Context: an optimization exercise on an open-source flow, tuned for small area. The choices shown serve that exercise and are no tape-out recipe.
Only simulation tests tie the RTL to the original design; equivalence was not proved.
Power is estimated from default activity; no workload was simulated. No driver is modelled on the clock port, so clocking that relies on it looks cheaper here than on a real chip.

## design/flow/constraint.sdc

```tcl
create_clock -name core_clock -period 20.0 [get_ports {mclk}]
set_input_delay 4.0000 -clock core_clock [delete_from_list [all_inputs] [get_ports {mclk}]]
set_output_delay 4.0000 -clock core_clock [all_outputs]
set_load 0.01 [all_outputs]
```

## design/flow/flow/own_synth.tcl

```tcl
# Synthesis script for this flow: the standard flow's own synthesis script (which makes
# every synth call skip the fsm and share passes, then flattens and renames),
# with two commands replaced before it runs:
#  - extract_fa extracts full adders only (no half adders);
#  - abc runs Yosys's default area script on the same liberty and don't-use
#    list, without ORFS's speed script, delay target and buffering.
# Neither touches a register.
proc extract_fa {args} { yosys extract_fa -fa }
proc abc {args} {
  set keep {}
  set skip 0
  foreach a $args {
    if {$skip} { set skip 0; continue }
    if {$a eq "-script" || $a eq "-constr" || $a eq "-D"} { set skip 1; continue }
    lappend keep $a
  }
  yosys abc {*}$keep
}
source $::env(FLOW_SYNTH_TCL)
```

## design/flow/standard.sh

```bash
#!/bin/bash
# synth_recipe.tcl (not shown) runs the flow's synth.tcl, then flattens the netlist and writes it again
# the make line also repeats each setting of config.mk as NAME=value (left out here)
make -C /OpenROAD-flow-scripts/flow DESIGN_CONFIG=/design/flow/config.mk WORK_HOME=/design/flow/orfs CLKGATE_MAP_FILE= SYNTH_SCRIPT=/design/flow/synth_recipe.tcl "${@:-finish}"
```

## design/flow/design.v

```verilog
module rpm_basys2_top(
    input mclk,
    input rst,
    output [6:0] seg,
    output       dp,
    output [3:0] an,
    input [3:0] btn,
    input  [7:0] sw,
    output [7:0] led,
    output adc_cs,
    input  adc_d0,
    input  adc_d1,
    output adc_clk
);
    wire [10:0] av;
    wire        ns;
    adc_if u_adc(
        .clk(mclk), .rst(rst), .adc_d0(adc_d0),
        .adc_clk(adc_clk), .adc_cs(adc_cs), .av(av), .ns(ns));
    wire pulse;
    thresh u_thr(.clk(mclk), .rst(rst), .av(av), .ns(ns), .pulse(pulse));
    assign led = {7'b0, pulse};
    wire        mtick;
    wire [2:0]  m1;
    wire [3:0]  m2, m3;
    counter u_cnt(
        .clk(mclk), .rst(rst), .pulse(pulse), .mtick(mtick),
        .m1(m1), .m2(m2), .m3(m3));
    display u_disp(
        .clk(mclk), .rst(rst), .m1(m1), .m2(m2), .m3(m3),
        .mtick(mtick), .seg(seg), .dp(dp), .an(an));
endmodule
module adc_if(
    input             clk,
    input             rst,
    input             adc_d0,
    output reg        adc_clk,
    output            adc_cs,
    output reg [10:0] av,    
    output            ns     
);
    reg [3:0] c14;           
    reg       sh;            
    reg [4:0] su;            
    reg [10:0] sr;
    wire c13  = c14[3] & c14[2] & c14[0];
    wire tick = c13 & ~adc_clk;
    always @(posedge clk) begin
        if (rst) begin
            c14     <= 0;
            adc_clk <= 0;
        end else if (c13) begin
            c14     <= 0;
            adc_clk <= ~adc_clk;
        end else begin
            c14 <= c14 + 4'd1;
        end
    end
    always @(posedge clk) begin
        if (rst) begin
            sh <= 0;
            su <= 5'd15;
        end else if (tick) begin
            if (su[4]) begin
                su <= 0;
                sh <= ~sh;
            end else begin
                su <= su + 5'd1;
            end
        end
    end
    assign adc_cs = ~sh;
    wire u14 = su[3:0] == 4'd14;
    wire u15 = su[3:0] == 4'd15;
    always @(posedge clk) begin
        if (tick & ~u14)
            sr <= {sr[9:0], adc_d0};
        if (tick & sh & u15)
            av <= sr;
    end
    assign ns = (c14 == 4'd0) & adc_clk & sh & su[4];
endmodule
module thresh(
    input        clk,
    input        rst,
    input [10:0] av,
    input        ns,
    output reg   pulse
);
    reg  [12:0] ic;
    wire icw = ic == 13'd7441;                        
    always @(posedge clk) begin
        if (rst)
            ic <= 13'd6755;                           
        else if (icw)
            ic <= 13'd1;                              
        else
            ic <= {ic[11:0], ic[12] ^ ic[3] ^ ic[2] ^ ic[0]};
    end
    reg [3:0] ph;            
    always @(posedge clk)
        ph <= ph + 4'd1;
    wire ph0  = ph == 4'd0;
    wire ph15 = ph == 4'd15;
    reg [175:0] ring;        
    wire [10:0] head = ring[175:165];
    reg [1:0]  st;           
    reg [3:0]  nidx;         
    reg        clr;
    reg        done;
    reg [14:0] acc;          
    reg [9:0]  hyst;
    reg [10:0] mx, mn;
    wire wr = (st == 2'd3) & (ph == nidx);
    wire [10:0] rin = wr ? av : (clr ? 11'd0 : head);
    always @(posedge clk)
        ring <= {ring[164:0], rin};
    genvar g;
    wire [10:0] sel = icw ? mn : head;
    wire [10:0] dd;
    wire [11:0] dc;
    assign dc[0] = icw;
    generate for (g = 0; g < 11; g = g + 1) begin : g_dd
        wire y = ~sel[g];
        assign dd[g]   = mx[g] ^ y ^ dc[g];
        assign dc[g+1] = (mx[g] & y) | (mx[g] & dc[g]) | (y & dc[g]);
    end endgenerate
    wire hlt = dc[11];       
    wire hge = ~hlt;
    wire dn  = ~ph0 & done;
    wire        hcnd = (dd[10:2] == 0) & (|mx[10:2]);
    wire [9:0]  hn   = {dd[10:5], dd[4] | hcnd, dd[3:2], dd[1] & ~hcnd};
    always @(posedge clk) begin
        if (rst) begin
            st   <= 0;
            nidx <= 4'd15;
            clr  <= 1;
            hyst <= 10'd8;
        end else begin
            if (icw) begin
                st   <= 2'd1;
                hyst <= hn;
                clr  <= 0;
            end else if (ph15 & (st != 0)) begin
                st <= st + 2'd1;
                if (st == 2'd3)
                    nidx <= nidx - 4'd1;
            end
            if (st == 2'd2)
                done <= dn | hlt;
        end
    end
    always @(posedge clk) begin
        if (clr | ((st == 2'd2) & ~dn & hlt))
            mn <= head;
        if (clr | ((st == 2'd3) & hge))
            mx <= head;
    end
    wire [14:0] aa = acc;
    wire [14:0] as;
    wire [15:0] ac;
    assign ac[0] = 1'b0;
    generate for (g = 0; g < 15; g = g + 1) begin : g_acc
        if (g < 11) begin : full
            assign as[g]   = aa[g] ^ head[g] ^ ac[g];
            assign ac[g+1] = (aa[g] & head[g]) | (aa[g] & ac[g]) | (head[g] & ac[g]);
        end else begin : half
            assign as[g]   = aa[g] ^ ac[g];
            assign ac[g+1] = aa[g] & ac[g];
        end
    end endgenerate
    wire aclr = (st == 2'd1) & ph15;
    always @(posedge clk) begin
        if (rst)
            acc <= 15'h4000;
        else if (aclr)
            acc <= 0;
        else if (st == 2'd2)
            acc <= as;
    end
    wire [11:0] thr = acc[14:3];
    wire [11:0] hb  = {2'b0, hyst} ^ {12{pulse}};
    wire [11:0] ylim;
    wire [12:0] yc;
    wire [12:0] pc;
    wire [11:0] smp = {av, 1'b0};
    assign yc[0] = pulse;
    assign pc[0] = ~pulse;
    generate for (g = 0; g < 12; g = g + 1) begin : g_lim
        wire ny = ~ylim[g];
        assign ylim[g] = thr[g] ^ hb[g] ^ yc[g];
        assign yc[g+1] = (thr[g] & hb[g]) | (thr[g] & yc[g]) | (hb[g] & yc[g]);
        assign pc[g+1] = (smp[g] & ny) | (smp[g] & pc[g]) | (ny & pc[g]);
    end endgenerate
    always @(posedge clk) begin
        if (rst)
            pulse <= 0;
        else if (ns)
            pulse <= pc[12];
    end
endmodule
module counter(
    input            clk,
    input            rst,
    input            pulse,
    input            mtick,
    output reg [2:0] m1,     
    output reg [3:0] m2,     
    output reg [3:0] m3      
);
    reg  [18:0] wc;
    wire wev  = wc == 19'd486979;                     
    wire w18  = wc == 19'd115479;                     
    wire wld  = rst | wev;
    always @(posedge clk)
        wc <= ~({19{wld}} | {wc[17:0], wc[18] ^ wc[5] ^ wc[1] ^ wc[0]});
    reg pa, frz, rdy, pend;
    reg [2:0] t2;
    reg [3:0] hh, kk;
    wire edg = pulse & ~pa & ~wev;
    wire upd = mtick & rdy;
    always @(posedge clk)
        if (~wev)
            pa <= pulse;
    always @(posedge clk) begin
        if (rst) begin
            frz  <= 1;
            rdy  <= 1;
            pend <= 0;
            t2   <= 0;
            hh   <= 0;
            kk   <= 0;
        end else begin
            if (wev)
                frz <= 1;
            if (w18)
                rdy <= 1;
            if (upd) begin
                m1   <= t2;
                m2   <= hh;
                m3   <= kk;
                t2   <= (pend | edg) ? 3'd3 : 3'd0;
                hh   <= 0;
                kk   <= 0;
                pend <= 0;
                frz  <= 0;
                rdy  <= 0;
            end else if (edg) begin
                if (frz)
                    pend <= 1;
                else if (t2 >= 3'd2) begin
                    t2 <= t2 - 3'd2;
                    if (hh == 4'd9) begin
                        hh <= 0;
                        kk <= (kk == 4'd9) ? 4'd0 : kk + 4'd1;
                    end else begin
                        hh <= hh + 4'd1;
                    end
                end else begin
                    t2 <= t2 + 3'd3;
                end
            end
        end
    end
endmodule
module display(
    input        clk,
    input        rst,
    input  [2:0] m1,
    input  [3:0] m2,
    input  [3:0] m3,
    output       mtick,
    output [6:0] seg,
    output       dp,
    output [3:0] an
);
    reg  [10:0] mc;
    assign mtick = mc == 11'd317;                     
    wire mld = rst | mtick;
    always @(posedge clk)
        mc <= ~({11{mld}} | {mc[9:0], mc[10] ^ mc[8]});
    reg [3:0] anode;
    always @(posedge clk) begin
        if (rst)
            anode <= 0;
        else if (mtick)
            anode <= {anode[2:0], anode[3] | (anode == 4'd0)};
    end
    wire [3:0] dig = anode[1] ? {m1, 1'b0} : anode[2] ? m2 : anode[3] ? m3 :
                     anode[0] ? 4'd0 : 4'd8;
    wire [3:0] d = dig;
    wire [6:0] pat;
    assign pat[0] = (~d[3] & ~d[2] & ~d[1] & d[0]) | (d[2] & ~d[1] & ~d[0]);
    assign pat[1] = (d[2] & ~d[1] & d[0]) | (d[2] & d[1] & ~d[0]);
    assign pat[2] = ~d[2] & d[1] & ~d[0];
    assign pat[3] = (~d[3] & ~d[2] & ~d[1] & d[0]) | (d[2] & ~d[1] & ~d[0]) | (d[2] & d[1] & d[0]);
    assign pat[4] = (d[2] & ~d[1]) | d[0];
    assign pat[5] = (~d[3] & ~d[2] & d[0]) | (~d[2] & d[1]) | (d[1] & d[0]);
    assign pat[6] = (~d[3] & ~d[2] & ~d[1]) | (d[2] & d[1] & d[0]);
    assign an  = ~anode;
    assign seg = pat;
    assign dp  = |anode;
endmodule
```

## design/flow/config.mk

```make
export PLATFORM = sky130hd
export DESIGN_NAME = rpm_basys2_top
export DESIGN_NICKNAME = rpm_basys2_top
export VERILOG_FILES = /design/flow/design.v
export SDC_FILE = /design/flow/constraint.sdc
export NUM_CORES = 4
export LEC_CHECK = 0
export CAP_MARGIN = 20
export CORE_MARGIN = 2
export CORE_UTILIZATION = 40
export SLEW_MARGIN = 20
```

## design/flow/flow/run.sh

```bash
#!/bin/bash
# Layout flow: the standard flow (standard.sh), with
#  - synthesis through flow/own_synth.tcl: the standard flow's synthesis script with a
#    different ABC script and full adders only;
#  - port buffers of the smallest buffer cell;
#  - clock tree synthesis without dummy loads.
# Each step's output goes to its own log file here.
set -euo pipefail
work=$(pwd)
export FLOW_SYNTH_TCL="$work/synth_recipe.tcl"
args=(
  "SYNTH_SCRIPT=$work/flow/own_synth.tcl"
  "BUFFER_PORTS_ARGS=-buffer_cell sky130_fd_sc_hd__buf_1"
  "CTS_ARGS=-sink_clustering_enable -repair_clock_nets -sink_clustering_size 32 -sink_clustering_max_diameter 100 -buf_list sky130_fd_sc_hd__clkbuf_4 -root_buf sky130_fd_sc_hd__clkbuf_4 -sink_clustering_buffer sky130_fd_sc_hd__clkbuf_16 -dont_use_dummy_load"
)
bash standard.sh "${args[@]}" synth > "$work/own_synth.log" 2>&1
bash standard.sh "${args[@]}" finish > "$work/own_finish.log" 2>&1
test -f "$work/out/final.def"
```

==> impl_results.md, run 1 <==
- Synth Area per Inst: 13.0 um^2
- First-pass GRT wire length: 25100 um
- Num ports: 38
- Die width: 166 um
- DRT iter0 DRCs: 235
- Reg clk slew, reported paths: 0.11 ns
- Max Fanout on Critical Path: 8
- Clk Latency, worst-skew pair: 0.66 ns
- Commonest cells after routing, fill and taps aside: dfxtp_1, nor2_1, edfxtp_1
- Gr ovfl total: 0
- Final Hold Vio Count: 0
- Seq/Total Area, Yosys: 71.0%
- Cell count after synthesis: 806
- Max clock buf depth: 3
- P_sw: 0.000200 W
- Commonest non-fill, non-tap cell in the layout: dfxtp_1
- Cell-internal power: 0.000819 W
- Synth Warn #: 4
- Total track usage: 10.9%
- H-tree levels: 1
- Num CTS Buffers: 14
- Resized Gates After CTS: 0
- Status: complete, no violations
- Arr. time, crit path: 2.78 ns
- Initial Util: 40.5%
- DR DRC count: 0
- Reg2Reg Depth: 22
- EDFF count, synth: 57
- Power per cell area: 90.5 nW/um^2
- Clk pwr share: 28.5%
- Crit path from: u_disp.anode[2]
- Largest net degree at the start of global routing: 48
- Hold crit path type: flop to flop
- Clk_skew: 0.0528 ns
- Util after Layout: 43.6%
- RSZ-0062 raised after global routing: false
- Vias in the first global route: 5077
- Max VDD drop: 0.0000743 V
- Routability cong.: 0.767
- TritonCTS clock tree: yes
- Setup-failing EPs final: 0
- Setup TNS: 0 ns
- Clock sinks: 342
- Core Area: 25800 um^2
- Max-slew violation count: 0
- Ratio of final minimum period to clock period: 33.9%
- Pleak: 4.27 nW
- Post-DP HPWL: 10100 um
- Worst setup EP type: output port
- Fin crit period: 6.78 ns
- Worst Tran Pin Value: 0.974 ns
- Die area: 27400 um^2
- Netlist Area Pre-Place: 10500 um^2
- CTS Hold Bufs: 0
- Via count: 5450
- Fill count: 2435
- Fraction of layout cells with a size suffix above 1: 2.73%
- Register share of total power: 69.9%
- Critical path class: flop to output port
- Max Clk Rate: 148 MHz
- End of the critical path: seg[3]
- NumNets Final: 890
- Main synth FF type: dfxtp_1
- Buffers on Ports: 17
- Antenna viol nets, final: 0
- Antenna violations before repair: 1
- Max Cap Viol: 0
- Die Y: 166 um
- CP Launch Type: flop
- Slew HR: 34.9%
- Iteration count of the initial detailed-routing pass: 4
- Reg-to-Reg End: u_thr.hyst[0]
- Critical Path RT: 16.00 ns
- R2r setup slk: 13.46 ns
- Synthesis-to-layout area growth: 7.68%
- Yosys cell types: 52
- Cell Rows: 59
- Post-synthesis register bit count: 342
- Switching Fraction: 19.6%
- Worst reg2reg path startpoint: u_thr.ic[3]
- Design Power: 0.00102 W
- Vias per cell: 4.63
- Root cell of the clock tree: clkbuf_4
- Post-CTS setup buffer count: 0
- Combinational power share: 1.6%
- Drt total wl: 14900 um
- Drt wl/cell: 12.7 um
- Post-synthesis async set-or-reset flop share: 0%
-- cell usage after synthesis (2+ instances only) --
| cell | number | area share [%] |
|---|---|---|
| nand4b_1 | 2 | 0.17 |
| a31oi_1 | 6 | 0.36 |
| nor3_1 | 15 | 0.72 |
| xnor2_1 | 15 | 1.3 |
| o21bai_1 | 4 | 0.29 |
| o21ai_0 | 24 | 1.1 |
| a211oi_1 | 7 | 0.50 |
| nor2_1 | 84 | 3.0 |
| or2_0 | 6 | 0.36 |
| a22oi_1 | 6 | 0.43 |
| nor3b_1 | 5 | 0.36 |
| and4b_1 | 2 | 0.19 |
| a211o_1 | 2 | 0.17 |
| nand2b_1 | 21 | 1.3 |
| mux2_1 | 8 | 0.86 |
| fa_1 | 30 | 5.7 |
| o21a_1 | 2 | 0.14 |
| and3_1 | 7 | 0.42 |
| o22ai_1 | 3 | 0.18 |
| nand3b_1 | 7 | 0.50 |
| a21o_1 | 2 | 0.14 |
| xor2_1 | 16 | 1.3 |
| nor2b_1 | 10 | 0.60 |
| clkinv_1 | 30 | 1.1 |
| edfxtp_1 | 57 | 16 |
| dfxtp_1 | 285 | 55 |
| a22o_1 | 3 | 0.25 |
| nand4_1 | 6 | 0.36 |
| nand3_1 | 6 | 0.29 |
| mux2i_1 | 2 | 0.19 |
| a21oi_1 | 37 | 1.8 |
| o221ai_1 | 2 | 0.17 |
| and2_0 | 9 | 0.54 |
| nand2_1 | 55 | 2.0 |
| buf_4 | 8 | 0.57 |
| a221oi_1 | 2 | 0.17 |
| nor4_1 | 5 | 0.30 |
-- logic make-up (layout without fill, tap and decap cells) --
logic type,after synthesis,in the layout,share of synthesized area (%)
adder cells (fa/ha/maj),30,30,5.75
flip-flops,342,342,71.0
multiplexers,10,10,1.05
XOR/XNOR,31,31,2.60
AO/OA/AOI/OAI,107,107,6.31
other,1,8,0.0359
buffers and inverters,38,68,1.65
AND/OR/NAND/NOR,247,247,11.6
-- worst min path at each step --
stage	end	start	slack [ns]	cells past startpoint
global placement	u_thr.ring[37]	u_thr.ring[26]	0.31	0
floorplan	u_thr.ring[100]	u_thr.ring[89]	0.31	0
global route	u_thr.ring[13]	u_thr.ring[2]	0.32	0
detailed placement	u_thr.ring[40]	u_thr.ring[29]	0.31	0
finish	u_thr.ring[13]	u_thr.ring[2]	0.31	0
CTS	u_thr.ring[13]	u_thr.ring[2]	0.30	0
-- power groups by stage --
stage	combinational, W	sequential, W	clock, W
floorplan	0.0000140	0.000726	0
global placement	0.0000163	0.000728	0
detailed placement	0.0000168	0.000728	0
CTS	0.0000168	0.000712	0.000305
global route	0.0000194	0.000714	0.000327
finish	0.0000168	0.000712	0.000290
-- registers in the layout, summed over array words and instances, names as in the netlist, 5 cells and up --
| signal | cells |
|---|---|
| u_thr.acc | 15 |
| u_thr.hyst | 10 |
| u_thr.mn | 11 |
| u_thr.ic | 13 |
| u_thr.ring | 176 |
| u_adc.av | 11 |
| u_disp.mc | 11 |
| u_cnt.wc | 19 |
| u_adc.sr | 11 |
| u_thr.mx | 11 |
| u_adc.su | 5 |
-- metal layers --
| layer | part of all wire [%] | up-vias | GRT usage [%] |
|---|---|---|---|
| li1 | - | 2784 | - |
| met1 | 52 | 2601 | 16.2 |
| met2 | 43 | 49 | 16.6 |
| met3 | 2.9 | 16 | 2.03 |
| met4 | 2.0 | 0 | 2.68 |
| met5 | 0 | - | 0 |
-- area by class of cell --
cell class                      instances  area [um^2]  share of cell area (%)
Clock buffer                           14          298                    2.65
Tap cell                              335          419                    3.72
Timing Repair Buffer                   24          118                    1.04
Antenna cell                            1         2.50                  0.0222
Multi-Input combinational cell        432         2890                    25.7
Inverter                               30          113                    1.00
Sequential cell                       342         7420                    65.9
-- per-stage QoR --
step / std cells / area, um^2 / setup WS (ns) / hold slack [ns]
after CTS: 1176 / 11200 / 13.17 / 0.295
after detailed placement: 1162 / 10900 / 13.43 / 0.312
after global routing: 1178 / 11300 / 12.89 / 0.318
after global placement: 1162 / 10900 / 13.40 / 0.310
after floorplan: 812 / 10500 / 13.45 / 0.310
final: 1178 / 11300 / 13.22 / 0.306
-- critical path, cell delays in order (launching register included) --
cell and delay (ns):
dfxtp_1 0.51, nor2_1 0.16, a22oi_1 0.15, o21ai_0 0.19, a2111oi_0 0.54, nand2b_1 0.15
a21oi_1 0.19, nand2b_1 0.12, buf_1 0.15
==> run 2: changes to the inputs <==
--- a/design/flow/config.mk
+++ b/design/flow/config.mk
@@ -5,7 +5,7 @@
 export SDC_FILE = /design/flow/constraint.sdc
 export NUM_CORES = 4
 export LEC_CHECK = 0
-export CAP_MARGIN = 20
+export CAP_MARGIN = 0
 export CORE_MARGIN = 2
 export CORE_UTILIZATION = 40
-export SLEW_MARGIN = 20
+export SLEW_MARGIN = 0
==> run 2 against run 1 <==
Net effect: still clean on timing, DRC and antenna; via count hardly changed; first-iteration DRC count is 2.1% lower; sequential share of layout area is 0.066 points higher; non-clock buffer count is 1 lower; clock skew is 0.0034 ns higher; combinational power hardly changed; sequential power hardly changed; largest power group unchanged.
==> impl_results.md, run 2 <==
- Setup-failing EPs final: 0 (unchanged)
- Synth Area per Inst: 13.0 um^2 (unchanged)
- Clock sinks: 342 (unchanged)
- Max Fanout on Critical Path: 8 (unchanged)
- Fraction of layout cells with a size suffix above 1: 2.50% (was 2.73%)
- Routability cong.: 0.767 (unchanged)
- DR DRC count: 0 (unchanged)
- Max clock buf depth: 3 (unchanged)
- Setup TNS: 0 ns (unchanged)
- Arr. time, crit path: 2.77 ns (was 2.78 ns)
- CTS Hold Bufs: 0 (unchanged)
- Synth area leader: dfxtp_1 (unchanged)
- Vias in the first global route: 5077 (unchanged)
- Gr ovfl total: 0 (unchanged)
- Reg clk slew, reported paths: 0.11 ns (about the same)
- Worst reg2reg path startpoint: u_thr.ic[3] (unchanged)
- Critical Path RT: 16.00 ns (about the same)
- Resized Gates After CTS: 0 (unchanged)
- Cell count after synthesis: 806 (unchanged)
- Max reg flops: 176 (unchanged)
- Top Metal Used: met4 (unchanged)
- Total track usage: 10.9% (unchanged)
- Share of the synthesized area in the top cell type: 54.6% (unchanged)
- H-tree levels: 1 (unchanged)
- First-pass GRT wire length: 25100 um (unchanged)
- Design Power: 0.00102 W (about the same)
- Fill count: 2437 (was 2435)
- Initial Util: 40.5% (unchanged)
- Seq/Total Area, Yosys: 71.0% (unchanged)
- Worst Tran Pin Value: 1.15 ns (was 0.974 ns)
- Synth Warn #: 4 (unchanged)
- Drt wl/cell: 12.7 um (about the same)
- Power per cell area: 90.6 nW/um^2 (was 90.5 nW/um^2)
- Max VDD drop: 0.0000742 V (was 0.0000743 V)
- Crit path from: u_disp.anode[2] (unchanged)
- NumNets Final: 889 (was 890)
- Netlist Area Pre-Place: 10500 um^2 (unchanged)
- Largest net degree at the start of global routing: 48 (unchanged)
- Hold Crit Depth: 0 (unchanged)
- Clk Latency, worst-skew pair: 0.67 ns (was 0.66 ns)
- Post-DP HPWL: 10100 um (unchanged)
- Area contributors post-synth: dfxtp_1, edfxtp_1, fa_1 (unchanged)
- EDFF count, synth: 57 (unchanged)
- Worst hold endpoint: u_thr.ring[13] (unchanged)
- CP Launch Type: flop (unchanged)
- Drt total wl: 14900 um (about the same)
- Clk_skew: 0.0562 ns (was 0.0528 ns)
- Synthesis-to-layout area growth: 7.58% (was 7.68%)
- Commonest non-fill, non-tap cell in the layout: dfxtp_1 (unchanged)
- Post-CTS setup buffer count: 0 (unchanged)
- Worst setup EP type: output port (unchanged)
- Met1 wire length: 7790 um (was 7810 um)
- Reg-to-Reg End: u_thr.hyst[0] (unchanged)
- Fin crit period: 6.77 ns (was 6.78 ns)
- Most frequent cells after synthesis: dfxtp_1, nor2_1, edfxtp_1, nand2_1, a21oi_1 (unchanged)
- Ratio of final minimum period to clock period: 33.9% (about the same)
- Die width: 166 um (unchanged)
- Largest regs: u_thr.ring: 176 flops, u_cnt.wc: 19 flops, u_thr.acc: 15 flops (unchanged)
- Status: complete, no violations (unchanged)
- TritonCTS clock tree: yes (unchanged)
- Post-synthesis register bit count: 342 (unchanged)
- Vias per cell: 4.63 (about the same)
- Cell Rows: 59 (unchanged)
- R2r setup slk: 13.47 ns (was 13.46 ns)
- DRT iter0 DRCs: 230 (was 235)
- Core Area: 25800 um^2 (unchanged)
- Num CTS Buffers: 14 (unchanged)
- Slew HR: 22.9% (was 34.9%)
- Final Non-Filler Cells: 1177 (was 1178)
- Final Hold Vio Count: 0 (unchanged)
- Largest register by flop count: u_thr.ring (unchanged)
- Met2 wire len: 6390 um (was 6360 um)
- Main synth FF type: dfxtp_1 (unchanged)
- Buffers on Ports: 17 (unchanged)
- Reg2Reg Depth: 22 (unchanged)
- Yosys cell types: 52 (unchanged)
- Hold_sp: u_thr.ring[2] (unchanged)
- Num ports: 38 (unchanged)
- Max-slew violation count: 0 (unchanged)
- Max Cap Viol: 0 (unchanged)
- Post-synthesis async set-or-reset flop share: 0% (unchanged)
- Hold crit path type: flop to flop (unchanged)
- Die area: 27400 um^2 (unchanged)
- Top-count cell post-synth: dfxtp_1 (unchanged)
- RSZ-0062 raised after global routing: false (unchanged)
- Antenna violations before repair: 1 (unchanged)
- Critical path class: flop to output port (unchanged)
- Die Y: 166 um (unchanged)
- Pleak: 4.26 nW (was 4.27 nW)
- Placed insts: 1162 (unchanged)
- Commonest cells after routing, fill and taps aside: dfxtp_1, nor2_1, edfxtp_1 (unchanged)
- Antenna viol nets, final: 0 (unchanged)
- Met3 wire len: 442 um (was 439 um)
- Root cell of the clock tree: clkbuf_4 (unchanged)
- Via count: 5447 (was 5450)
- Iteration count of the initial detailed-routing pass: 4 (unchanged)
- Max Clk Rate: 148 MHz (about the same)
## run 2: cell counts after synthesis
Identical to the previous run, type by type.
## run 2: power by group
part | internal [W] | switching [W] | leakage (nW)
registers | 0.000706 | 0.00000641 | 2.92
clock network | 0.000106 | 0.000184 | 0.149
logic | 0.00000763 | 0.00000891 | 1.20
## run 2: how the worst max path moves through the flow
stage | end | slack, ns | depth (start not counted)
final | seg[3] | 13.23 | 8
after global routing | seg[3] | 12.89 | 8
after CTS | seg[3] | 13.17 | 8
after detailed placement | u_thr.hyst[0] | 13.43 | 22
after global placement | u_thr.hyst[0] | 13.40 | 22
after floorplan | u_thr.hyst[0] | 13.45 | 21
## run 2: cell type report
cell class	instances	area, um^2	area share [%]
clock buffers	14	298	2.65
repair buffers	23	110	0.979
inverters	30	113	1.00
diodes	1	2.50	0.0223
well taps	335	419	3.73
multi-input cells	432	2890	25.7
flip-flops and latches	342	7420	66.0
## run 2: critical path, cell delays in order (launching register included)
cell and delay, ns:
dfxtp_1 0.50, nor2_1 0.16, a22oi_1 0.15, o21ai_0 0.19
a2111oi_0 0.54, nand2b_1 0.15, a21oi_1 0.19, nand2b_1 0.12
buf_1 0.15
## run 2: layer usage
layer,vias up,GRT usage (%)
met5,-,0
li1,2784,-
met1,2597,16.2
met4,0,2.68
met2,50,16.6
met3,16,2.03
## run 2: kinds of logic (layout without fill, tap and decap cells)
logic type               after synthesis  count (layout)  share of synthesized area [%]
flip-flops                           342             342                           71.0
AND/OR/NAND/NOR                      247             247                           11.6
AO/OA/AOI/OAI                        107             107                           6.31
buffers and inverters                 38              67                           1.65
XOR/XNOR                              31              31                           2.60
adder cells (fa/ha/maj)               30              30                           5.75
multiplexers                          10              10                           1.05
other                                  1               8                         0.0359
## run 2: metrics by stage
| stage | instance area [um^2] | utilization, % | hold WS, ns | setup WS (ns) |
|---|---|---|---|---|
| after detailed placement | 10900 | 42.4 | 0.312 | 13.43 |
| after CTS | 11200 | 43.5 | 0.295 | 13.17 |
| after global routing | 11200 | 43.5 | 0.318 | 12.89 |
| final | 11200 | 43.5 | 0.301 | 13.23 |
| after floorplan | 10500 | - | 0.310 | 13.45 |
| after global placement | 10900 | 42.4 | 0.310 | 13.40 |
==> run 3: changes to the inputs <==
--- a/design/flow/design.v
+++ b/design/flow/design.v
@@ -98,8 +98,12 @@
             ic <= {ic[11:0], ic[12] ^ ic[3] ^ ic[2] ^ ic[0]};
     end
     reg [3:0] ph;            
-    always @(posedge clk)
-        ph <= ph + 4'd1;
+    always @(posedge clk) begin
+        if (rst)
+            ph <= 0;
+        else
+            ph <= ph + 4'd1;
+    end
     wire ph0  = ph == 4'd0;
     wire ph15 = ph == 4'd15;
     reg [175:0] ring;        
--- a/design/flow/config.mk
+++ b/design/flow/config.mk
@@ -5,7 +5,7 @@
 export SDC_FILE = /design/flow/constraint.sdc
 export NUM_CORES = 4
 export LEC_CHECK = 0
-export CAP_MARGIN = 0
+export CAP_MARGIN = 20
 export CORE_MARGIN = 2
 export CORE_UTILIZATION = 40
-export SLEW_MARGIN = 0
+export SLEW_MARGIN = 20
==> run 3 against run 2 <==
Net effect: non-clock buffer count is 1 lower; flip-flop and latch count stayed put; power is 0.12% higher; area after synthesis is 0.14% higher; core utilization is 0.071 points lower; synthesized cell count is 0.99% higher; combinational power is 6% higher.
==> impl_results.md, run 3 <==
- Status: complete, no violations (unchanged)
- Hold crit path type: flop to flop (unchanged)
- CTS Hold Bufs: 0 (unchanged)
- Num ports: 38 (unchanged)
- Cell count after synthesis: 814 (was 806)
- Vias per cell: 4.63 (about the same)
- Yosys cell types: 51 (was 52)
- Synth Area per Inst: 12.9 um^2 (was 13.0 um^2)
- Core Area: 25900 um^2 (was 25800 um^2)
- Met2 usage: 16.9% (was 16.6%)
- Setup-failing EPs final: 0 (unchanged)
- Max reg flops: 176 (unchanged)
- Die area: 27500 um^2 (was 27400 um^2)
- Resized Gates After CTS: 0 (unchanged)
- Fraction of layout cells with a size suffix above 1: 2.59% (was 2.50%)
- Cell-internal power: 0.000820 W (was 0.000819 W)
- Fill count: 2387 (was 2437)
- Commonest non-fill, non-tap cell in the layout: dfxtp_1 (unchanged)
- Antenna violations before repair: 1 (unchanged)
- TritonCTS clock tree: yes (unchanged)
- Largest net degree at the start of global routing: 51 (was 48)
- Max Fanout on Critical Path: 8 (unchanged)
- Post-synthesis register bit count: 342 (unchanged)
- Root cell of the clock tree: clkbuf_4 (unchanged)
- Num CTS Buffers: 14 (unchanged)
- First-pass GRT wire length: 25800 um (was 25100 um)
- RSZ-0062 raised after global routing: false (unchanged)
- Total track usage: 11.1% (was 10.9%)
- Fin crit period: 6.75 ns (was 6.77 ns)
- GR Util met1: 16.6% (was 16.2%)
- Largest register by flop count: u_thr.ring (unchanged)
- Die Y: 166 um (about the same)
- Worst Tran Pin Value: 1.05 ns (was 1.15 ns)
- Setup TNS: 0 ns (unchanged)
- Top-count cell post-synth: dfxtp_1 (unchanged)
- Initial Util: 40.4% (was 40.5%)
- Cell Rows: 59 (unchanged)
- CP Launch Type: flop (unchanged)
- Buffers on Ports: 17 (unchanged)
- Ratio of final minimum period to clock period: 33.7% (was 33.9%)
- Max-slew violation count: 0 (unchanged)
- Final Hold Vio Count: 0 (unchanged)
- Seq/Total Area, Yosys: 70.9% (was 71.0%)
- H-tree levels: 1 (unchanged)
- Drt wl/cell: 12.8 um (was 12.7 um)
- Drt total wl: 15100 um (was 14900 um)
- Synth Warn #: 4 (unchanged)
- Area contributors post-synth: dfxtp_1, edfxtp_1, fa_1 (unchanged)
- Post-DP HPWL: 10200 um (was 10100 um)
- Power per cell area: 90.6 nW/um^2 (about the same)
- Synth area leader: dfxtp_1 (unchanged)
- Pleak: 4.27 nW (was 4.26 nW)
- Max Clk Rate: 148 MHz (about the same)
- Arr. time, crit path: 2.75 ns (was 2.77 ns)
- Commonest cells after routing, fill and taps aside: dfxtp_1, nor2_1, edfxtp_1 (unchanged)
- Routability cong.: 0.752 (was 0.767)
- Max Cap Viol: 0 (unchanged)
- Sequential cell area: 7420 um^2 (unchanged)
- Critical Path RT: 16.00 ns (about the same)
- Post-synthesis async set-or-reset flop share: 0% (unchanged)
- Reg clk slew, reported paths: 0.11 ns (about the same)
- NumNets Final: 896 (was 889)
- Clk_skew: 0.0596 ns (was 0.0562 ns)
- P_sw: 0.000200 W (about the same)
- Global Route met3 Usage: 1.60% (was 2.03%)
- Clk pwr share: 28.3% (was 28.5%)
- Most frequent cells after synthesis: dfxtp_1, nor2_1, edfxtp_1, nand2_1, a21oi_1 (unchanged)
- Worst setup EP type: output port (unchanged)
- Clk Latency, worst-skew pair: 0.66 ns (was 0.67 ns)
- Iteration count of the initial detailed-routing pass: 5 (was 4)
- Switching Fraction: 19.6% (about the same)
- Area occupied by multi-input gates: 2910 um^2 (was 2890 um^2)
- Via count: 5485 (was 5447)
- Max VDD drop: 0.0000746 V (was 0.0000742 V)
- Max clock buf depth: 3 (unchanged)
- Main synth FF type: dfxtp_1 (unchanged)
- Post-CTS setup buffer count: 0 (unchanged)
- DRT iter0 DRCs: 243 (was 230)
- Die width: 166 um (about the same)
- Synthesis-to-layout area growth: 7.55% (was 7.58%)
- DR DRC count: 0 (unchanged)
- Pre-CTS setup slack: 13.49 ns (was 13.43 ns)
- EDFF count, synth: 57 (unchanged)
- Gr ovfl total: 0 (unchanged)
- Slew HR: 29.7% (was 22.9%)
- Critical path class: flop to output port (unchanged)
- Clock sinks: 342 (unchanged)
- Register share of total power: 69.9% (about the same)
- Netlist Area Pre-Place: 10500 um^2 (about the same)
- Worst setup margin: 13.25 ns (was 13.23 ns)
- Combinational power share: 1.7% (was 1.6%)
- Global route hottest layer: met2 (unchanged)
- Share of the synthesized area in the top cell type: 54.5% (was 54.6%)
- Antenna viol nets, final: 0 (unchanged)
- Vias in the first global route: 5200 (was 5077)
- Largest regs: u_thr.ring: 176 flops, u_cnt.wc: 19 flops, u_thr.acc: 15 flops (unchanged)
## run 3: logic make-up (layout without fill, tap and decap cells)
group | count (synthesis) | count (layout) | share of synthesized area, %
simple gates | 258 | 258 | 12.2
buf+inv | 38 | 66 | 1.65
compound gates | 107 | 107 | 6.14
fa+ha+maj | 30 | 30 | 5.74
flops | 342 | 342 | 70.9
mux | 10 | 10 | 1.05
other cells | 1 | 8 | 0.0358
xor+xnor | 28 | 28 | 2.34
## run 3: path summary, 6_finish.rpt
check             slack (ns)       startpoint              end  cells past startpoint
setup / recovery       13.25  u_disp.anode[2]           seg[3]                      8
hold / removal          0.29  u_thr.ring[148]  u_thr.ring[159]                      0
setup reg to reg       13.48      u_thr.ic[3]    u_thr.hyst[0]                     25
hold reg to reg         0.29  u_thr.ring[148]  u_thr.ring[159]                      0
## run 3: power groups by stage
stage | registers, W | clock network, W | logic (W)
finish | 0.000713 | 0.000289 | 0.0000175
global route | 0.000715 | 0.000328 | 0.0000204
CTS | 0.000713 | 0.000306 | 0.0000178
detailed placement | 0.000729 | 0 | 0.0000178
global placement | 0.000729 | 0 | 0.0000174
floorplan | 0.000727 | 0 | 0.0000147
## run 3: worst max-delay path, stage by stage (launching register included)
cell and delay [ns]:
dfxtp_1 0.49, nor2_1 0.14, a22oi_1 0.16, o21ai_0 0.19
a2111oi_0 0.52, nand2b_1 0.14, a21oi_1 0.19, nand2b_1 0.12
buf_1 0.15
## run 3: metrics by stage
step | utilization (%) | total power, W | instance area (um^2) | cells | hold slack, ns
final | 43.4 | 0.00102 | 11300 | 1184 | 0.292
after global routing | 43.4 | 0.00106 | 11300 | 1184 | 0.286
after CTS | 43.4 | 0.00104 | 11300 | 1183 | 0.285
after detailed placement | 42.3 | 0.000747 | 11000 | 1169 | 0.312
after global placement | 42.3 | 0.000746 | 11000 | 1169 | 0.310
after floorplan | - | 0.000742 | 10500 | 820 | 0.310
## run 3: routing by layer
| layer | vias to the layer above | share of wire [%] |
|---|---|---|
| met3 | 25 | 2.7 |
| met2 | 56 | 43 |
| met1 | 2600 | 53 |
| li1 | 2804 | - |
| met4 | 0 | 2.1 |
| met5 | - | 0 |
## run 3: final cells by class
class                      instances  share of cell area (%)
clock buffer                      14                    2.65
sequential                       342                    65.9
multi-input combinational        440                    25.8
inverter                          30                    1.00
timing repair buffer              22                   0.911
antenna                            1                  0.0222
tap                              335                    3.72
==> run 4: changes to the inputs <==
--- a/design/flow/design.v
+++ b/design/flow/design.v
@@ -110,11 +110,11 @@
     wire [10:0] head = ring[175:165];
     reg [1:0]  st;           
     reg [3:0]  nidx;         
-    reg        clr;
-    reg        done;
+    reg        done;         
     reg [14:0] acc;          
     reg [9:0]  hyst;
     reg [10:0] mx, mn;
+    wire clr = done & ~st[1];
     wire wr = (st == 2'd3) & (ph == nidx);
     wire [10:0] rin = wr ? av : (clr ? 11'd0 : head);
     always @(posedge clk)
@@ -138,13 +138,12 @@
         if (rst) begin
             st   <= 0;
             nidx <= 4'd15;
-            clr  <= 1;
+            done <= 1;
             hyst <= 10'd8;
         end else begin
             if (icw) begin
                 st   <= 2'd1;
                 hyst <= hn;
-                clr  <= 0;
             end else if (ph15 & (st != 0)) begin
                 st <= st + 2'd1;
                 if (st == 2'd3)
@@ -152,6 +151,8 @@
             end
             if (st == 2'd2)
                 done <= dn | hlt;
+            if (st == 2'd3)
+                done <= 0;
         end
     end
     always @(posedge clk) begin
==> run 4 against run 3 <==
Net effect: first-iteration DRC count rose by 16%; synthesized cell count did not move; clock power barely moved; worst setup slack got worse by 0.095 ns; routed wire length rose by 2.7%; worst hold slack got worse by 0.0018 ns; non-clock buffer count rose by 2; area after synthesis fell by 0.63%.
==> impl_results.md, run 4 <==
- Num CTS Buffers: 14 (unchanged)
- P_sw: 0.000202 W (was 0.000200 W)
- CP most frequent cell: nand2b_1 (unchanged)
- Core Area: 25800 um^2 (was 25900 um^2)
- Commonest non-fill, non-tap cell in the layout: dfxtp_1 (unchanged)
- Worst Tran Pin Value: 0.946 ns (was 1.05 ns)
- Fill count: 2313 (was 2387)
- Share of the synthesized area in the top cell type: 54.9% (was 54.5%)
- Routability cong.: 0.757 (was 0.752)
- Sequential cell area: 7390 um^2 (was 7420 um^2)
- Critical Path RT: 16.00 ns (about the same)
- Combinational power share: 1.7% (about the same)
- Buffers on Ports: 17 (unchanged)
- CP Launch Type: flop (unchanged)
- Synth area leader: dfxtp_1 (unchanged)
- Largest family of logic cells by synthesized area: simple AND/OR/NAND/NOR gates (unchanged)
- Drt total wl: 15500 um (was 15100 um)
- Most frequent cells after synthesis: dfxtp_1, nor2_1, nand2_1, edfxtp_1, a21oi_1 (was dfxtp_1, nor2_1, edfxtp_1, nand2_1, a21oi_1)
- Cell count after synthesis: 814 (unchanged)
- Post-DP HPWL: 10400 um (was 10200 um)
- Fin crit period: 6.84 ns (was 6.75 ns)
- Area occupied by multi-input gates: 2860 um^2 (was 2910 um^2)
- Multiplexer share of the synthesized area: 1.06% (was 1.05%)
- DR DRC count: 0 (unchanged)
- NumNets Final: 898 (was 896)
- RSZ-0062 raised after global routing: false (unchanged)
- Post-CTS setup buffer count: 0 (unchanged)
- Setup-failing EPs final: 0 (unchanged)
- Drt wl/cell: 13.1 um (was 12.8 um)
- DRT iter0 DRCs: 283 (was 243)
- Ratio of final minimum period to clock period: 34.2% (was 33.7%)
- Yosys cell types: 49 (was 51)
- Critical Path Max Stage Delay: 0.61 ns (was 0.52 ns)
- Synth Warn #: 4 (unchanged)
- Gr ovfl total: 0 (unchanged)
- Register share of total power: 69.8% (was 69.9%)
- Compound-Gate Fraction of Synth Area: 6.54% (was 6.14%)
- CTS Hold Bufs: 0 (unchanged)
- H-tree levels: 1 (unchanged)
- Arr. time, crit path: 2.84 ns (was 2.75 ns)
- Die area: 27300 um^2 (was 27500 um^2)
- Cell-internal power: 0.000817 W (was 0.000820 W)
- Worst setup EP type: output port (unchanged)
- First-pass GRT wire length: 26000 um (was 25800 um)
- Resized Gates After CTS: 0 (unchanged)
- Antenna violations before repair: 1 (unchanged)
- Synth Area in Adders: 5.77% (was 5.74%)
- Power per cell area: 90.9 nW/um^2 (was 90.6 nW/um^2)
- Netlist Area Pre-Place: 10400 um^2 (was 10500 um^2)
- Reg clk slew, reported paths: 0.11 ns (about the same)
- Final Hold Vio Count: 0 (unchanged)
- Max VDD drop: 0.0000779 V (was 0.0000746 V)
- Fraction of layout cells with a size suffix above 1: 2.82% (was 2.59%)
- Hold crit path type: flop to flop (unchanged)
- Total track usage: 11.8% (was 11.1%)
- Critical Path Slowest Stage Cell: a2111oi_0 (unchanged)
- Pre-CTS setup slack: 13.42 ns (was 13.49 ns)
- Via count: 5508 (was 5485)
- Vias per cell: 4.64 (was 4.63)
- Post-synthesis register bit count: 341 (was 342)
- Num ports: 38 (unchanged)
- Clk pwr share: 28.5% (was 28.3%)
- Antenna viol nets, final: 0 (unchanged)
- Initial Util: 40.4% (about the same)
- Setup TNS: 0 ns (unchanged)
- Vias in the first global route: 5136 (was 5200)
- Max clock buf depth: 3 (unchanged)
- Switching Fraction: 19.8% (was 19.6%)
- Largest regs: u_thr.ring: 176 flops, u_cnt.wc: 19 flops, u_thr.acc: 15 flops (unchanged)
- Clk_skew: 0.0672 ns (was 0.0596 ns)
- Commonest cells after routing, fill and taps aside: dfxtp_1, nor2_1, nand2_1 (was dfxtp_1, nor2_1, edfxtp_1)
- EDFF count, synth: 56 (was 57)
- Top-count cell post-synth: dfxtp_1 (unchanged)
- Main synth FF type: dfxtp_1 (unchanged)
- Largest net degree at the start of global routing: 50 (was 51)
- Seq/Total Area, Yosys: 71.0% (was 70.9%)
- Critical path class: flop to output port (unchanged)
- Iteration count of the initial detailed-routing pass: 5 (unchanged)
- Max Cap Viol: 0 (unchanged)
- Synth Area in XOR/XNOR: 2.19% (was 2.34%)
- Max-slew violation count: 0 (unchanged)
- Pleak: 4.23 nW (was 4.27 nW)
- TritonCTS clock tree: yes (unchanged)
- Area contributors post-synth: dfxtp_1, edfxtp_1, fa_1 (unchanged)
- Clock sinks: 341 (was 342)
- Largest register by flop count: u_thr.ring (unchanged)
- Worst setup margin: 13.16 ns (was 13.25 ns)
- Max Fanout on Critical Path: 8 (unchanged)
- Simple-Gate Fraction of Synth Area: 11.6% (was 12.2%)
- Clk Latency, worst-skew pair: 0.68 ns (was 0.66 ns)
- Die Y: 165 um (was 166 um)
- Post-synthesis async set-or-reset flop share: 0% (unchanged)
- Hold_ws: 0.291 ns (was 0.292 ns)
- Max Clk Rate: 146 MHz (was 148 MHz)
- Status: complete, no violations (unchanged)
- Die width: 165 um (was 166 um)
- CP Cell Sequence: nor2_1 > a22oi_1 > o21ai_0 > a2111oi_0 > nand2b_1 > a21oi_1 > nand2b_1 > buf_1 (unchanged)
- Synthesis-to-layout area growth: 7.75% (was 7.55%)
- Slew HR: 36.7% (was 29.7%)
- Max reg flops: 176 (unchanged)
- Root cell of the clock tree: clkbuf_4 (unchanged)
- Cell Rows: 59 (unchanged)
- Synth Area per Inst: 12.8 um^2 (was 12.9 um^2)
[run 4: cell types whose count changed in the layout (fill, tap and decap cells not counted), moves of 3 or more]
cell | previous run | this run
a21oi_1 | 41 | 38
a22oi_1 | 5 | 8
nand2_1 | 56 | 62
nand2b_1 | 21 | 13
nand3_1 | 7 | 17
nand3b_1 | 8 | 1
nor2_1 | 87 | 84
o21a_1 | 1 | 4
o21ai_0 | 27 | 32
[run 4: worst max-delay path: cells and delay by family (launching register included)]
kind            cells  cell delay [ns]
compound gates      4             1.16
flops               1             0.49
buf+inv             1             0.15
simple gates        3             0.41
[run 4: area by class of cell]
cell class	instances	area share, %
antenna	1	0.0223
sequential	341	65.9
inverter	32	1.07
tap	335	3.74
multi-input combinational	439	25.5
clock buffer	14	2.66
timing repair buffer	24	1.05
[run 4: routing by layer]
layer | global-route usage (%) | vias up | part of all wire (%)
li1 | - | 2809 | -
met2 | 17.7 | 77 | 43
met1 | 17.6 | 2606 | 51
met5 | 0 | - | 0
met4 | 2.96 | 0 | 1.8
met3 | 2.17 | 16 | 4.4
[run 4: kinds of logic after synthesis]
logic type      Yosys count
compound gates          113
xor+xnor                 26
fa+ha+maj                30
buf+inv                  40
flops                   341
mux                      10
other cells               1
simple gates            253
[run 4: worst paths after layout]
kind                   startpoint             end  slack, ns  cells after the start
setup / recovery  u_disp.anode[2]          seg[3]      13.16                      8
hold / removal     u_thr.ring[24]  u_thr.ring[35]       0.29                      0
setup reg to reg      u_thr.ic[3]   u_thr.hyst[0]      13.55                     23
hold reg to reg    u_thr.ring[24]  u_thr.ring[35]       0.29                      0
[run 4: through the flow]
stage | cell area [um^2] | total power, W | util [%] | instances
finish | 11200 | 0.00102 | 43.5 | 1186
detailed placement | 10900 | 0.000744 | 42.3 | 1171
global placement | 10900 | 0.000744 | 42.3 | 1171
CTS | 11200 | 0.00103 | 43.5 | 1185
floorplan | 10400 | 0.000740 | - | 820
global route | 11200 | 0.00106 | 43.5 | 1186
[run 4: power by group through the flow]
stage                     clock [W]  combinational, W  sequential, W
after floorplan                   0         0.0000149       0.000725
after global placement            0         0.0000174       0.000726
after detailed placement          0         0.0000178       0.000727
after CTS                  0.000304         0.0000181       0.000711
after global routing       0.000327         0.0000204       0.000712
final                      0.000290         0.0000178       0.000711
==> run 5: changes to the inputs <==
--- a/design/flow/config.mk
+++ b/design/flow/config.mk
@@ -5,7 +5,7 @@
 export SDC_FILE = /design/flow/constraint.sdc
 export NUM_CORES = 4
 export LEC_CHECK = 0
-export CAP_MARGIN = 20
+export CAP_MARGIN = 0
 export CORE_MARGIN = 2
 export CORE_UTILIZATION = 40
-export SLEW_MARGIN = 20
+export SLEW_MARGIN = 0
==> run 5 against run 4 <==
Net effect: fmax about the same; area after synthesis did not move; global-route usage unchanged; combinational power about the same; highest routed layer unchanged; critical path type unchanged; still clean on timing, DRC and antenna.
==> impl_results.md, run 5 <==
- Slew HR: 26.9% (was 36.7%)
- Max clock buf depth: 3 (unchanged)
- RSZ-0062 raised after global routing: false (unchanged)
- TritonCTS clock tree: yes (unchanged)
- DR DRC count: 0 (unchanged)
- Status: complete, no violations (unchanged)
- Arr. time, crit path: 2.85 ns (was 2.84 ns)
- Power per cell area: 90.9 nW/um^2 (about the same)
- Commonest non-fill, non-tap cell in the layout: dfxtp_1 (unchanged)
- Hold_ws: 0.287 ns (was 0.291 ns)
- Antenna violations before repair: 1 (unchanged)
- Vias per cell: 4.66 (was 4.64)
- Top-count cell post-synth: dfxtp_1 (unchanged)
- Die width: 165 um (unchanged)
- Gr ovfl total: 0 (unchanged)
- Ratio of final minimum period to clock period: 34.2% (about the same)
- Worst setup margin: 13.15 ns (was 13.16 ns)
- CP most frequent cell: nand2b_1 (unchanged)
- Fin crit period: 6.85 ns (was 6.84 ns)
- Cell count after synthesis: 814 (unchanged)
- WP buf/inv: 1 (unchanged)
- Max Clk Rate: 146 MHz (about the same)
- Post-synthesis register bit count: 341 (unchanged)
- Area contributors post-synth: dfxtp_1, edfxtp_1, fa_1 (unchanged)
- Fraction of layout cells with a size suffix above 1: 2.59% (was 2.82%)
- Via count: 5528 (was 5508)
- CP Cell Sequence: nor2_1 > a22oi_1 > o21ai_0 > a2111oi_0 > nand2b_1 > a21oi_1 > nand2b_1 > buf_1 (unchanged)
- Worst Tran Pin Value: 1.09 ns (was 0.946 ns)
- Clk Latency, worst-skew pair: 0.68 ns (about the same)
- Synthesis-to-layout area growth: 7.69% (was 7.75%)
- EDFF count, synth: 56 (unchanged)
- Most frequent cells after synthesis: dfxtp_1, nor2_1, nand2_1, edfxtp_1, a21oi_1 (unchanged)
- Met2 wire len: 6710 um (was 6690 um)
- Critical path class: flop to output port (unchanged)
- Num CTS Buffers: 14 (unchanged)
- Hold crit path type: flop to flop (unchanged)
- Fin area: 11200 um^2 (about the same)
- Top Metal Used: met4 (unchanged)
- Post-CTS setup buffer count: 0 (unchanged)
- Resized Gates After CTS: 0 (unchanged)
- Commonest cells after routing, fill and taps aside: dfxtp_1, nor2_1, nand2_1 (unchanged)
- Antenna viol nets, final: 0 (unchanged)
- Critical Path Max Stage Delay: 0.61 ns (about the same)
- Max VDD drop: 0.0000778 V (was 0.0000779 V)
- DP Area: 10900 um^2 (unchanged)
- Reg clk slew, reported paths: 0.11 ns (about the same)
- Drt total wl: 15500 um (about the same)
- Worst setup EP type: output port (unchanged)
- DRT iter0 DRCs: 295 (was 283)
- Synth Warn #: 4 (unchanged)
- Critical Path Slowest Stage Cell: a2111oi_0 (unchanged)
- Setup-failing EPs final: 0 (unchanged)
- Iteration count of the initial detailed-routing pass: 4 (was 5)
- Synth area leader: dfxtp_1 (unchanged)
- Final Hold Vio Count: 0 (unchanged)
- CP delay by family, top: compound AO/OA/AOI/OAI gates (unchanged)
- Drt wl/cell: 13.1 um (about the same)
- NumNets Final: 898 (unchanged)
- CTS Hold Bufs: 0 (unchanged)
- Seq/Total Area, Yosys: 71.0% (unchanged)
- Post-DP HPWL: 10400 um (unchanged)
- Core Area: 25800 um^2 (unchanged)
- CP Launch Type: flop (unchanged)
- Largest regs: u_thr.ring: 176 flops, u_cnt.wc: 19 flops, u_thr.acc: 15 flops (unchanged)
- Post-synthesis async set-or-reset flop share: 0% (unchanged)
- Total track usage: 11.8% (unchanged)
- Routability cong.: 0.757 (unchanged)
- R2r setup slk: 13.58 ns (was 13.55 ns)
- Synth Area per Inst: 12.8 um^2 (unchanged)
- Main synth FF type: dfxtp_1 (unchanged)
- Netlist Area Pre-Place: 10400 um^2 (unchanged)
- Pre-CTS setup slack: 13.42 ns (unchanged)
- Die area: 27300 um^2 (unchanged)
- Num ports: 38 (unchanged)
- Largest register by flop count: u_thr.ring (unchanged)
- Buffers on Ports: 17 (unchanged)
- Max Fanout on Critical Path: 8 (unchanged)
- Largest net degree at the start of global routing: 50 (unchanged)
- Critical Path RT: 16.00 ns (about the same)
- Max reg flops: 176 (unchanged)
- Initial Util: 40.4% (unchanged)
- Clock sinks: 341 (unchanged)
- Clk_skew: 0.0684 ns (was 0.0672 ns)
- Met1 wire length: 7940 um (was 7880 um)
- First-pass GRT wire length: 26000 um (unchanged)
- Cell Rows: 59 (unchanged)
- Vias in the first global route: 5136 (unchanged)
- Pleak: 4.22 nW (was 4.23 nW)
- Met3 wire len: 579 um (was 675 um)
- H-tree levels: 1 (unchanged)
- Yosys cell types: 49 (unchanged)
- Max Cap Viol: 0 (unchanged)
- Share of the synthesized area in the top cell type: 54.9% (unchanged)
- Die Y: 165 um (unchanged)
- Final Non-Filler Cells: 1186 (unchanged)
- Setup TNS: 0 ns (unchanged)
- Placed insts: 1171 (unchanged)
- Root cell of the clock tree: clkbuf_4 (unchanged)
- Max-slew violation count: 0 (unchanged)
-- run 5: cell count changes in the layout (fill, tap and decap cells not counted) --
| cell | previous run | this run |
|---|---|---|
| nor2b_2 | 1 | 0 |
| o21bai_2 | 1 | 0 |
| nor2b_1 | 7 | 8 |
| o21bai_1 | 2 | 3 |
-- run 5: cell families after synthesis --
family | after synthesis | synth area share [%]
muxes | 10 | 1.06
xor gates and xnor gates | 26 | 2.19
AOI/OAI and AO/OA | 113 | 6.54
DFF | 341 | 71.0
other | 1 | 0.0361
buffers and inverters | 40 | 1.73
adders and majority gates | 30 | 5.77
and+or+nand+nor | 253 | 11.6
-- run 5: final timing paths --
check	startpoint	cells past startpoint	end
setup / recovery	u_disp.anode[2]	8	seg[3]
hold / removal	u_thr.ring[24]	0	u_thr.ring[35]
setup reg to reg	u_thr.ic[3]	23	u_thr.hyst[0]
hold reg to reg	u_thr.ring[24]	0	u_thr.ring[35]
-- run 5: area by class of cell --
| class | count | area, um^2 |
|---|---|---|
| Tap cell | 335 | 419 |
| Multi-Input combinational cell | 439 | 2860 |
| Fill cell | 2314 | 14600 |
| Sequential cell | 341 | 7390 |
| Antenna cell | 1 | 2.50 |
| Clock buffer | 14 | 298 |
| Timing Repair Buffer | 24 | 118 |
| Inverter | 32 | 120 |
-- run 5: layer usage --
metal,GRT usage (%),up-vias
met5,0,-
met4,2.96,0
met3,2.17,16
met2,17.7,63
met1,17.6,2640
li1,-,2809
-- run 5: where the power goes --
part	switching (W)	internal, W
Clock	0.000184	0.000105
Sequential	0.00000709	0.000704
Combinational	0.00000969	0.00000805
-- run 5: stage by stage --
stage | power, W | util [%]
2_1_floorplan | 0.000740 | -
3_3_place_gp | 0.000744 | 42.3
3_5_place_dp | 0.000744 | 42.3
4_1_cts | 0.00103 | 43.5
5_1_grt | 0.00106 | 43.5
6_report | 0.00102 | 43.5
-- run 5: worst reg2reg max path: stages, from the launching register on --
cell      delay, ns
dfxtp_1        0.35
nor2_1         0.12
nand3_1        0.08
nor4_1         0.17
nand4_1        0.12
buf_4          0.23
o21ai_0        0.27
fa_1           0.24
clkinv_1       0.08
fa_1           0.42
fa_1           0.43
fa_1           0.43
fa_1           0.44
fa_1           0.43
fa_1           0.42
fa_1           0.43
fa_1           0.42
clkinv_1       0.07
fa_1           0.45
nor3b_1        0.20
nand4_1        0.14
a31oi_1        0.16
nor2_1         0.08
a22o_1         0.19
==> run 6: changes to the inputs <==
--- a/design/flow/design.v
+++ b/design/flow/design.v
@@ -98,23 +98,19 @@
             ic <= {ic[11:0], ic[12] ^ ic[3] ^ ic[2] ^ ic[0]};
     end
     reg [3:0] ph;            
-    always @(posedge clk) begin
-        if (rst)
-            ph <= 0;
-        else
-            ph <= ph + 4'd1;
-    end
+    always @(posedge clk)
+        ph <= ph + 4'd1;
     wire ph0  = ph == 4'd0;
     wire ph15 = ph == 4'd15;
     reg [175:0] ring;        
     wire [10:0] head = ring[175:165];
     reg [1:0]  st;           
     reg [3:0]  nidx;         
-    reg        done;         
+    reg        clr;
+    reg        done;
     reg [14:0] acc;          
     reg [9:0]  hyst;
     reg [10:0] mx, mn;
-    wire clr = done & ~st[1];
     wire wr = (st == 2'd3) & (ph == nidx);
     wire [10:0] rin = wr ? av : (clr ? 11'd0 : head);
     always @(posedge clk)
@@ -138,12 +134,13 @@
         if (rst) begin
             st   <= 0;
             nidx <= 4'd15;
-            done <= 1;
+            clr  <= 1;
             hyst <= 10'd8;
         end else begin
             if (icw) begin
                 st   <= 2'd1;
                 hyst <= hn;
+                clr  <= 0;
             end else if (ph15 & (st != 0)) begin
                 st <= st + 2'd1;
                 if (st == 2'd3)
@@ -151,8 +148,6 @@
             end
             if (st == 2'd2)
                 done <= dn | hlt;
-            if (st == 2'd3)
-                done <= 0;
         end
     end
     always @(posedge clk) begin
--- a/design/flow/flow/run.sh
+++ b/design/flow/flow/run.sh
@@ -11,7 +11,7 @@
 args=(
   "SYNTH_SCRIPT=$work/flow/own_synth.tcl"
   "BUFFER_PORTS_ARGS=-buffer_cell sky130_fd_sc_hd__buf_1"
-  "CTS_ARGS=-sink_clustering_enable -repair_clock_nets -sink_clustering_size 32 -sink_clustering_max_diameter 100 -buf_list sky130_fd_sc_hd__clkbuf_4 -root_buf sky130_fd_sc_hd__clkbuf_4 -sink_clustering_buffer sky130_fd_sc_hd__clkbuf_16 -dont_use_dummy_load"
+  "CTS_ARGS=-sink_clustering_enable -repair_clock_nets -sink_clustering_size 35 -sink_clustering_max_diameter 150 -buf_list sky130_fd_sc_hd__clkbuf_4 -root_buf sky130_fd_sc_hd__clkbuf_4 -sink_clustering_buffer sky130_fd_sc_hd__clkbuf_16 -dont_use_dummy_load"
 )
 bash standard.sh "${args[@]}" synth > "$work/own_synth.log" 2>&1
 bash standard.sh "${args[@]}" finish > "$work/own_finish.log" 2>&1
--- a/design/flow/config.mk
+++ b/design/flow/config.mk
@@ -5,7 +5,7 @@
 export SDC_FILE = /design/flow/constraint.sdc
 export NUM_CORES = 4
 export LEC_CHECK = 0
-export CAP_MARGIN = 0
+export CAP_MARGIN = 20
 export CORE_MARGIN = 2
 export CORE_UTILIZATION = 40
-export SLEW_MARGIN = 0
+export SLEW_MARGIN = 20
==> run 6 against run 5 <==
Net effect: area after synthesis increased by 0.49%; non-clock buffer count unchanged; core utilization about the same; sequential power about the same; worst hold slack improved by 0.015 ns; combinational power decreased by 6%; critical path type unchanged; largest cell class unchanged.
==> impl_results.md, run 6 <==
- Routability cong.: 0.767 (was 0.757)
- Max clock buf depth: 3 (unchanged)
- Reg clk slew, reported paths: 0.12 ns (was 0.11 ns)
- Largest regs: u_thr.ring: 176 flops, u_cnt.wc: 19 flops, u_thr.acc: 15 flops (unchanged)
- Clk_skew: 0.0394 ns (was 0.0684 ns)
- Antenna violations before repair: 1 (unchanged)
- Max reg flops: 176 (unchanged)
- Arr. time, crit path: 2.83 ns (was 2.85 ns)
- Die area: 27400 um^2 (was 27300 um^2)
- Commonest non-fill, non-tap cell in the layout: dfxtp_1 (unchanged)
- Max Cap Viol: 0 (unchanged)
- Global Route met3 Usage: 2.03% (was 2.17%)
- Largest net degree at the start of global routing: 48 (was 50)
- Core Area: 25800 um^2 (about the same)
- Resized Gates After CTS: 0 (unchanged)
- Reg-to-Reg End: u_thr.hyst[0] (unchanged)
- Crit path from: u_disp.anode[2] (unchanged)
- Synth area leader: dfxtp_1 (unchanged)
- Area contributors post-synth: dfxtp_1, edfxtp_1, fa_1 (unchanged)
- Cell count after synthesis: 806 (was 814)
- CTS Hold Bufs: 0 (unchanged)
- Synth Area per Inst: 13.0 um^2 (was 12.8 um^2)
- Post-synthesis register bit count: 342 (was 341)
- Clock sinks: 342 (was 341)
- EDFF count, synth: 57 (was 56)
- Pleak: 4.26 nW (was 4.22 nW)
- Max Clk Rate: 146 MHz (about the same)
- Fraction of layout cells with a size suffix above 1: 2.62% (was 2.59%)
- CP Launch Type: flop (unchanged)
- Reg2Reg Depth: 22 (was 23)
- First-pass GRT wire length: 25200 um (was 26000 um)
- Initial Util: 40.5% (was 40.4%)
- Main synth FF type: dfxtp_1 (unchanged)
- Iteration count of the initial detailed-routing pass: 4 (unchanged)
- Drt wl/cell: 12.7 um (was 13.1 um)
- Status: complete, no violations (unchanged)
- Synth Warn #: 4 (unchanged)
- Slew HR: 35.8% (was 26.9%)
- Post-DP HPWL: 10100 um (was 10400 um)
- Vias per cell: 4.63 (was 4.66)
- Setup TNS: 0 ns (unchanged)
- Fin area: 11200 um^2 (about the same)
- Worst setup EP type: output port (unchanged)
- R2r setup slk: 13.47 ns (was 13.58 ns)
- Buffers on Ports: 17 (unchanged)
- Synthesis-to-layout area growth: 7.45% (was 7.69%)
- Max VDD drop: 0.0000809 V (was 0.0000778 V)
- Gr ovfl total: 0 (unchanged)
- Post-CTS setup buffer count: 0 (unchanged)
- Die Y: 166 um (was 165 um)
- Max-slew violation count: 0 (unchanged)
- Met2 usage: 16.6% (was 17.7%)
- Num ports: 38 (unchanged)
- Share of the synthesized area in the top cell type: 54.6% (was 54.9%)
- End of the critical path: seg[3] (unchanged)
- Worst reg2reg path startpoint: u_thr.ic[3] (unchanged)
- H-tree levels: 1 (unchanged)
- Post-synthesis async set-or-reset flop share: 0% (unchanged)
- Num CTS Buffers: 13 (was 14)
- Vias in the first global route: 5082 (was 5136)
- Global route hottest layer: met2 (unchanged)
- Critical Path RT: 16.00 ns (about the same)
- Top-count cell post-synth: dfxtp_1 (unchanged)
- Die width: 166 um (was 165 um)
- DRT iter0 DRCs: 228 (was 295)
- Via count: 5455 (was 5528)
- Seq/Total Area, Yosys: 71.0% (about the same)
- Yosys cell types: 52 (was 49)
- Cell Rows: 59 (unchanged)
- Commonest cells after routing, fill and taps aside: dfxtp_1, nor2_1, edfxtp_1 (was dfxtp_1, nor2_1, nand2_1)
- Power per cell area: 90.0 nW/um^2 (was 90.9 nW/um^2)
- TritonCTS clock tree: yes (unchanged)
- Root cell of the clock tree: clkbuf_4 (unchanged)
- GR Util met1: 16.3% (was 17.6%)
- DP Area: 10900 um^2 (about the same)
- DR DRC count: 0 (unchanged)
- NumNets Final: 889 (was 898)
- Drt total wl: 14900 um (was 15500 um)
- Ratio of final minimum period to clock period: 34.2% (about the same)
- Critical path class: flop to output port (unchanged)
- Total track usage: 10.9% (was 11.8%)
- Final Hold Vio Count: 0 (unchanged)
- Most frequent cells after synthesis: dfxtp_1, nor2_1, edfxtp_1, nand2_1, a21oi_1 (was dfxtp_1, nor2_1, nand2_1, edfxtp_1, a21oi_1)
- Worst Tran Pin Value: 0.962 ns (was 1.09 ns)
- Clk Latency, worst-skew pair: 0.66 ns (was 0.68 ns)
- Netlist Area Pre-Place: 10500 um^2 (was 10400 um^2)
- Hold crit path type: flop to flop (unchanged)
- Max Fanout on Critical Path: 8 (unchanged)
- Fin crit period: 6.83 ns (was 6.85 ns)
- Setup-failing EPs final: 0 (unchanged)
- Antenna viol nets, final: 0 (unchanged)
- RSZ-0062 raised after global routing: false (unchanged)
- Largest register by flop count: u_thr.ring (unchanged)
## run 6: changes by cell type after synthesis, moves of 4 or more
cell	previous run	this run
nand2b_1	13	21
xnor2_1	11	15
o21ai_0	32	24
nor3_1	19	15
nand2_1	62	55
nand3_1	17	6
nand3b_1	1	7
## run 6: power breakdown
group / leakage, nW / internal, W / switching [W]
sequential: 2.92 / 0.000706 / 0.00000636
combinational: 1.20 / 0.00000779 / 0.00000895
clock: 0.137 / 0.0000974 / 0.000184
## run 6: logic make-up after synthesis
group	synth area share, %
compound gates	6.31
xor+xnor	2.60
fa+ha+maj	5.75
buf+inv	1.65
flops	71.0
mux	1.05
other cells	0.0359
simple gates	11.6
## run 6: per-layer routing
layer / routed length [um] / vias up / share of wire [%]
met4: 193 / 0 / 1.3
li1: - / 2777 / -
met2: 6370 / 70 / 43
met3: 593 / 13 / 4.0
met1: 7790 / 2595 / 52
met5: 0 / - / 0
## run 6: per-stage QoR
step	worst slack, ns	util [%]	total power, W	hold slack, ns	cells
floorplan	13.45	-	0.000740	0.310	812
global placement	13.40	42.4	0.000744	0.310	1162
global route	12.83	43.5	0.00105	0.288	1177
CTS	13.11	43.4	0.00103	0.297	1175
detailed placement	13.43	42.4	0.000744	0.312	1162
finish	13.17	43.5	0.00101	0.302	1177
## run 6: worst min path at each step
| stage | slack [ns] | startpoint | cells after the start | endpoint |
|---|---|---|---|---|
| 2_1_floorplan | 0.31 | u_thr.ring[89] | 0 | u_thr.ring[100] |
| 3_3_place_gp | 0.31 | u_thr.ring[26] | 0 | u_thr.ring[37] |
| 3_5_place_dp | 0.31 | u_thr.ring[29] | 0 | u_thr.ring[40] |
| 4_1_cts | 0.30 | u_thr.ring[134] | 0 | u_thr.ring[145] |
| 5_1_grt | 0.29 | u_thr.ring[134] | 0 | u_thr.ring[145] |
| 6_report | 0.30 | u_thr.ring[134] | 0 | u_thr.ring[145] |
## run 6: worst max-delay path, stage by stage, from the launching register on
cell and delay (ns):
dfxtp_1 0.51, nor2_1 0.16, a22oi_1 0.15, o21ai_0 0.20, a2111oi_0 0.55, nand2b_1 0.15, a21oi_1 0.19, nand2b_1 0.12
buf_1 0.15
## run 6: cell type report
class	instances	area, um^2
diodes	1	2.50
clock buffers	13	273
fillers	2427	14600
inverters	30	113
multi-input cells	432	2890
flip-flops and latches	342	7420
well taps	335	419
repair buffers	24	118

-- static timing again, ports no longer ideal --
No port has a modelled driver above. Below, the same layouts with a new extraction and two added sets of constraints. Step 1 assumes that a clkbuf_16 drives the clock port and a buf_2 every other input. Step 2, shift: input delay + t, output delay - t, t = (earliest + latest rising clock arrival at the registers) / 2. This alone moves slack from input paths to output paths. Three values: ideal, step 1, step 2; two values: the first two.
run	shift t [ns]	setup slack, ns	latest minus earliest clock arrival (ns)	worst slew at a driven data input, ns	pins driven straight from the clock port
run 1	0.679	13.221 / 13.181 / 13.461	0.054 / 0.054	0.03	1
run 2	0.679	13.227 / 13.187 / 13.467	0.059 / 0.058	0.03	1
run 3	0.669	13.250 / 13.213 / 13.484	0.064 / 0.064	0.03	1
run 4	0.696	13.155 / 13.113 / 13.554	0.080 / 0.079	0.03	1
run 5	0.694	13.152 / 13.110 / 13.580	0.079 / 0.079	0.03	1
run 6	0.677	13.166 / 13.127 / 13.469	0.042 / 0.042	0.03	1
After both steps setup and hold are still met in every run listed.
